From an optimization exercise on the open Yosys and OpenROAD flow, aimed at small area, a short achievable clock period and few clock cycles per item; shortcuts taken in it are not production practice. The RTL was checked by simulation tests, not by an equivalence proof against the original design. Power is estimated from default activity; no workload was simulated.

== the reference run ==
==> flow/design.v (excerpt) <==
module gcd_main #(
	parameter M = 3
) (
	input CLK,
	input go_i,
	input reset,
	input [31:0] xi,
	input [31:0] yi,
	output [31:0] obebo,
	output ready
);
==> module gcd_main, before the edit <==
module gcd_main #(
	parameter M = 3
) (
	input CLK,
	input go_i,
	input reset,
	input [31:0] xi,
	input [31:0] yi,
	output [31:0] obebo,
	output ready
);
reg [31:0] a;
reg [31:0] b;
reg [4:0]  k;
reg        rdy;
reg        fin;
wire [30:0] ua = a[31:1];
wire [30:0] nb = ~b[31:1];
wire [30:0] hg = ua ^ nb;
wire [30:0] gg = ua & nb;
reg [30:0] gp;
reg [30:0] pp;
integer l, i, j;
always @(*) begin
	gp = gg;
	pp = hg;
	for (l = 0; l < 5; l = l + 1)
		for (i = 30; i >= 0; i = i - 1)
			if (((i >> l) & 1) == 1) begin
				j = ((i >> l) << l) - 1;
				gp[i] = gp[i] | (pp[i] & gp[j]);
				pp[i] = pp[i] & pp[j];
			end
end
wire [30:0] c0 = {gp[29:0], 1'b0};
wire [30:0] c1 = {gp[29:0] | pp[29:0], 1'b1};
wire [30:0] s1 = hg ^ c1;
wire [30:0] s0 = hg ^ c0;
wire        gt = gp[30];                    
wire        eq = (a == b);
wire a_ev = ~a[0];
wire b_ev = ~b[0];
wire busy = ~rdy & ~fin;
wire odd2 = busy & a[0] & b[0];             
wire strip = busy & a_ev & b_ev & ~eq;      
wire load = rdy & go_i;
wire a_sh = busy & a_ev & ~b_ev;            
wire b_sh = busy & b_ev & ~a_ev;            
wire b_sub = odd2 & ~load;                 
wire [M:0] xl = a[M:0] ^ b[M:0];            
reg [M:0] tz_a, tz_b, tz_d;
integer n;
always @(*) begin
	tz_a = 0;
	tz_b = 0;
	tz_d = 0;
	for (n = 1; n <= M; n = n + 1) begin
		tz_a[n] = (((a[M:0] >> 1) & ((1 << (n - 1)) - 1)) == 0) & ((n == M) | a[n]);
		tz_b[n] = (((b[M:0] >> 1) & ((1 << (n - 1)) - 1)) == 0) & ((n == M) | b[n]);
		tz_d[n] = (((xl[M:0] >> 1) & ((1 << (n - 1)) - 1)) == 0) & ((n == M) | xl[n]);
	end
end
reg [31:0] a_ot, b_ot, a_df, b_df;
reg a_hd, b_hd;
always @(*) begin
	a_hd = ~load & ~fin & ~strip & ~a_sh;
	b_hd = ~load & ~strip & ~b_sh;
	a_ot = ({32{load}} & xi)
	     | ({32{a_hd}} & a)
	     | ({32{fin}} & {a[30:0], 1'b0})
	     | ({32{strip}} & {1'b0, a[31:1]});
	b_ot = ({32{load}} & yi)
	     | ({32{b_hd}} & b)
	     | ({32{strip}} & {1'b0, b[31:1]});
	a_df = 32'd0;
	b_df = 32'd0;
	for (n = 1; n <= M; n = n + 1) begin
		a_ot = a_ot | ({32{a_sh & tz_a[n]}} & (a >> n));
		b_ot = b_ot | ({32{b_sh & tz_b[n]}} & (b >> n));
		a_df = a_df | ({32{tz_d[n]}} & ({1'b0, s1} >> (n - 1)));
		b_df = b_df | ({32{tz_d[n]}} & ({1'b0, ~s0} >> (n - 1)));
	end
end
wire [31:0] a_sd = odd2 ? a_df : a_ot;
wire [31:0] b_sd = b_sub ? b_df : b_ot;
wire [31:0] a_nx = reset ? 32'd0 : (gt ? a_sd : a_ot);
wire [31:0] b_nx = gt ? b_ot : b_sd;
assign ready = rdy;
assign obebo = a;
always @(posedge CLK) begin
	a <= a_nx;
	b <= b_nx;
	if (load)
		k <= 5'd0;
	else if (strip)
		k <= k + 5'd1;
	else if (fin)
		k <= k - 5'd1;
	if (reset) begin
		rdy <= 1'b1;
		fin <= 1'b0;
	end else if (load) begin
		rdy <= 1'b0;
	end else if (fin) begin
		if (k == 5'd1) begin
			rdy <= 1'b1;
			fin <= 1'b0;
		end
	end else if (busy & eq) begin
		if (k == 5'd0)
			rdy <= 1'b1;
		else
			fin <= 1'b1;
	end
end
endmodule
==> flow/config.mk <==
export PLATFORM = sky130hd
export DESIGN_NAME = gcd_main
export DESIGN_NICKNAME = gcd_main
export VERILOG_FILES = /design/flow/design.v
export SDC_FILE = /design/flow/constraint.sdc
export NUM_CORES = 4
export LEC_CHECK = 0
export ABC_AREA = 1
export CAP_MARGIN = 20
export CORE_MARGIN = 2
export CORE_UTILIZATION = 40
export SETUP_SLACK_MARGIN = 3.0
export SLEW_MARGIN = 20
==> flow/constraint.sdc <==
create_clock -name core_clock -period 5.5 [get_ports {CLK}]
set_input_delay 1.1000 -clock core_clock [delete_from_list [all_inputs] [get_ports {CLK}]]
set_output_delay 1.1000 -clock core_clock [all_outputs]
set_load 0.01 [all_outputs]
standard.sh (not shown) runs the stock make flow with config.mk's settings and CLKGATE_MAP_FILE= SYNTH_SCRIPT=/design/flow/synth_recipe.tcl, a recipe that flattens the netlist after the stock synthesis.
==> flow/flow/run.sh <==
#!/bin/bash
# The standard layout (standard.sh, all steps to finish), except that the
# ports are buffered with the smallest buffer (buf_1) instead of the cell
# buffer_ports picks by default; repair may still resize them.
set -e
cp standard.sh standard_copy.txt
export BUFFER_PORTS_ARGS="-buffer_cell sky130_fd_sc_hd__buf_1"
bash standard.sh > standard.log 2>&1
The reference run completed; timing, DRC and antenna clean
Testbench counts of the reference run, summed over its fixed seeds: cycles 31,988, items 1,600.
> inputs changed (the reference run -> the trial run)
==> flow/design.v <==
module gcd_main #(
	parameter M = 3
) (
	input CLK,
	input go_i,
	input reset,
	input [31:0] xi,
	input [31:0] yi,
	output [31:0] obebo,
	output ready
);
reg [31:0] a;
reg [31:0] b;
reg [4:0]  k;
reg        rdy;
reg        fin;
wire [30:0] ua = a[31:1];
wire [30:0] nb = ~b[31:1];
wire [30:0] hg = ua ^ nb;
wire [30:0] gg = ua & nb;
reg [30:0] gp;
reg [30:0] pp;
integer l, i, j;
always @(*) begin
	gp = gg;
	pp = hg;
	for (l = 0; l < 5; l = l + 1)
		for (i = 30; i >= 0; i = i - 1)
			if (((i >> l) & 1) == 1) begin
				j = ((i >> l) << l) - 1;
				gp[i] = gp[i] | (pp[i] & gp[j]);
				pp[i] = pp[i] & pp[j];
			end
end
wire [30:0] c0 = {gp[29:0], 1'b0};
wire [30:0] c1 = {gp[29:0] | pp[29:0], 1'b1};
wire [30:0] s1 = hg ^ c1;
wire [30:0] s0 = hg ^ c0;
wire        gt = gp[30];                    
wire        eq = (a == b);
wire a_ev = ~a[0];
wire b_ev = ~b[0];
wire busy = ~rdy & ~fin;
wire odd2 = busy & a[0] & b[0];             
wire strip = busy & a_ev & b_ev & ~eq;      
wire done = busy & eq & (k == 5'd0);         
wire rdy_o = rdy | done;
wire load = rdy_o & go_i;
wire a_sh = busy & a_ev & ~b_ev;            
wire b_sh = busy & b_ev & ~a_ev;            
wire b_sub = odd2 & ~load;                 
wire [M:0] dl = a[M:0] - b[M:0];            
reg [M:0] tz_a, tz_b, tz_d;
integer n;
always @(*) begin
	tz_a = 0;
	tz_b = 0;
	tz_d = 0;
	for (n = 1; n <= M; n = n + 1) begin
		tz_a[n] = (((a[M:0] >> 1) & ((1 << (n - 1)) - 1)) == 0) & ((n == M) | a[n]);
		tz_b[n] = (((b[M:0] >> 1) & ((1 << (n - 1)) - 1)) == 0) & ((n == M) | b[n]);
		tz_d[n] = (((dl[M:0] >> 1) & ((1 << (n - 1)) - 1)) == 0) & ((n == M) | dl[n]);
	end
end
reg [31:0] a_ot, b_ot, a_df, b_df;
reg a_hd, b_hd;
always @(*) begin
	a_hd = ~load & ~fin & ~strip & ~a_sh;
	b_hd = ~load & ~strip & ~b_sh;
	a_ot = ({32{load}} & xi)
	     | ({32{a_hd}} & a)
	     | ({32{fin}} & {a[30:0], 1'b0})
	     | ({32{strip}} & {1'b0, a[31:1]});
	b_ot = ({32{load}} & yi)
	     | ({32{b_hd}} & b)
	     | ({32{strip}} & {1'b0, b[31:1]});
	a_df = 32'd0;
	b_df = 32'd0;
	for (n = 1; n <= M; n = n + 1) begin
		a_ot = a_ot | ({32{a_sh & tz_a[n]}} & (a >> n));
		b_ot = b_ot | ({32{b_sh & tz_b[n]}} & (b >> n));
		a_df = a_df | ({32{tz_d[n]}} & ({1'b0, s1} >> (n - 1)));
		b_df = b_df | ({32{tz_d[n]}} & ({1'b0, ~s0} >> (n - 1)));
	end
end
wire [31:0] a_sd = odd2 ? a_df : a_ot;
wire [31:0] b_sd = b_sub ? b_df : b_ot;
wire [31:0] a_nx = reset ? 32'd0 : (gt ? a_sd : a_ot);
wire [31:0] b_nx = gt ? b_ot : b_sd;
assign ready = rdy_o;
assign obebo = a;
always @(posedge CLK) begin
	a <= a_nx;
	b <= b_nx;
	if (load)
		k <= 5'd0;
	else if (strip)
		k <= k + 5'd1;
	else if (fin)
		k <= k - 5'd1;
	if (reset) begin
		rdy <= 1'b1;
		fin <= 1'b0;
	end else if (load) begin
		rdy <= 1'b0;
	end else if (fin) begin
		if (k == 5'd1) begin
			rdy <= 1'b1;
			fin <= 1'b0;
		end
	end else if (busy & eq) begin
		if (k == 5'd0)
			rdy <= 1'b1;
		else
			fin <= 1'b1;
	end
end
endmodule
Findings:
The trial run: number of vias per cell higher than the reference run. The clock buffer count number comes out higher for the trial run vs the reference run. Of the trial run and the reference run, the higher overall die height belongs to the trial run. I/O pin count: the trial run vs the reference run identical. First-iteration DRC count (the trial run vs. the reference run) increases by more than a quarter. The trial run vs the reference run, area of the multi-input gates went up by 12%. Power: the trial run > the reference run. For post-synthesis net count, dividing the value from the trial run by the value from the reference run gives 1.06. Layout overhead on the synthesized area came out higher on the trial run than on the reference run. The trial run vs. the reference run: sequential element share of the synthesized area went down by 0.37 points. The run showing the smaller count of mapped cells out of synthesis is the reference run.
Testbench counts of the trial run, summed over its fixed seeds: cycles 30,899, items 1,600.

separate check: timing with driven ports:
How much do the figures lean on ideal ports? The routed layouts below were timed once more, with nothing changed but the port constraints. Step 1, drivers: a clkbuf_16 drives CLK and a buf_2 each remaining input, both assumed. Step 2 also shifts input and output timing later by t, the mid clock arrival at the registers, as if the neighbouring blocks saw the same clock. Three values: ideal, step 1, step 2; two values: the first two.
| run | t, ns | setup slack, ns | worst setup path after step 2 | latest minus earliest clock arrival (ns) | worst slew at a driven data input, ns |
|---|---|---|---|---|---|
| the reference run | 0.401 | 2.989 / 2.989 / 2.853 | input to register | 0.013 / 0.014 | 0.04 |
| the trial run | 0.398 | 2.342 / 2.298 / 2.696 | register to output | 0.008 / 0.009 | 0.03 |
After both steps every run listed still meets setup and hold. For the reference run, which loses most, drivers alone change the setup slack by 0.000 ns; drivers and shift together by -0.136 ns.
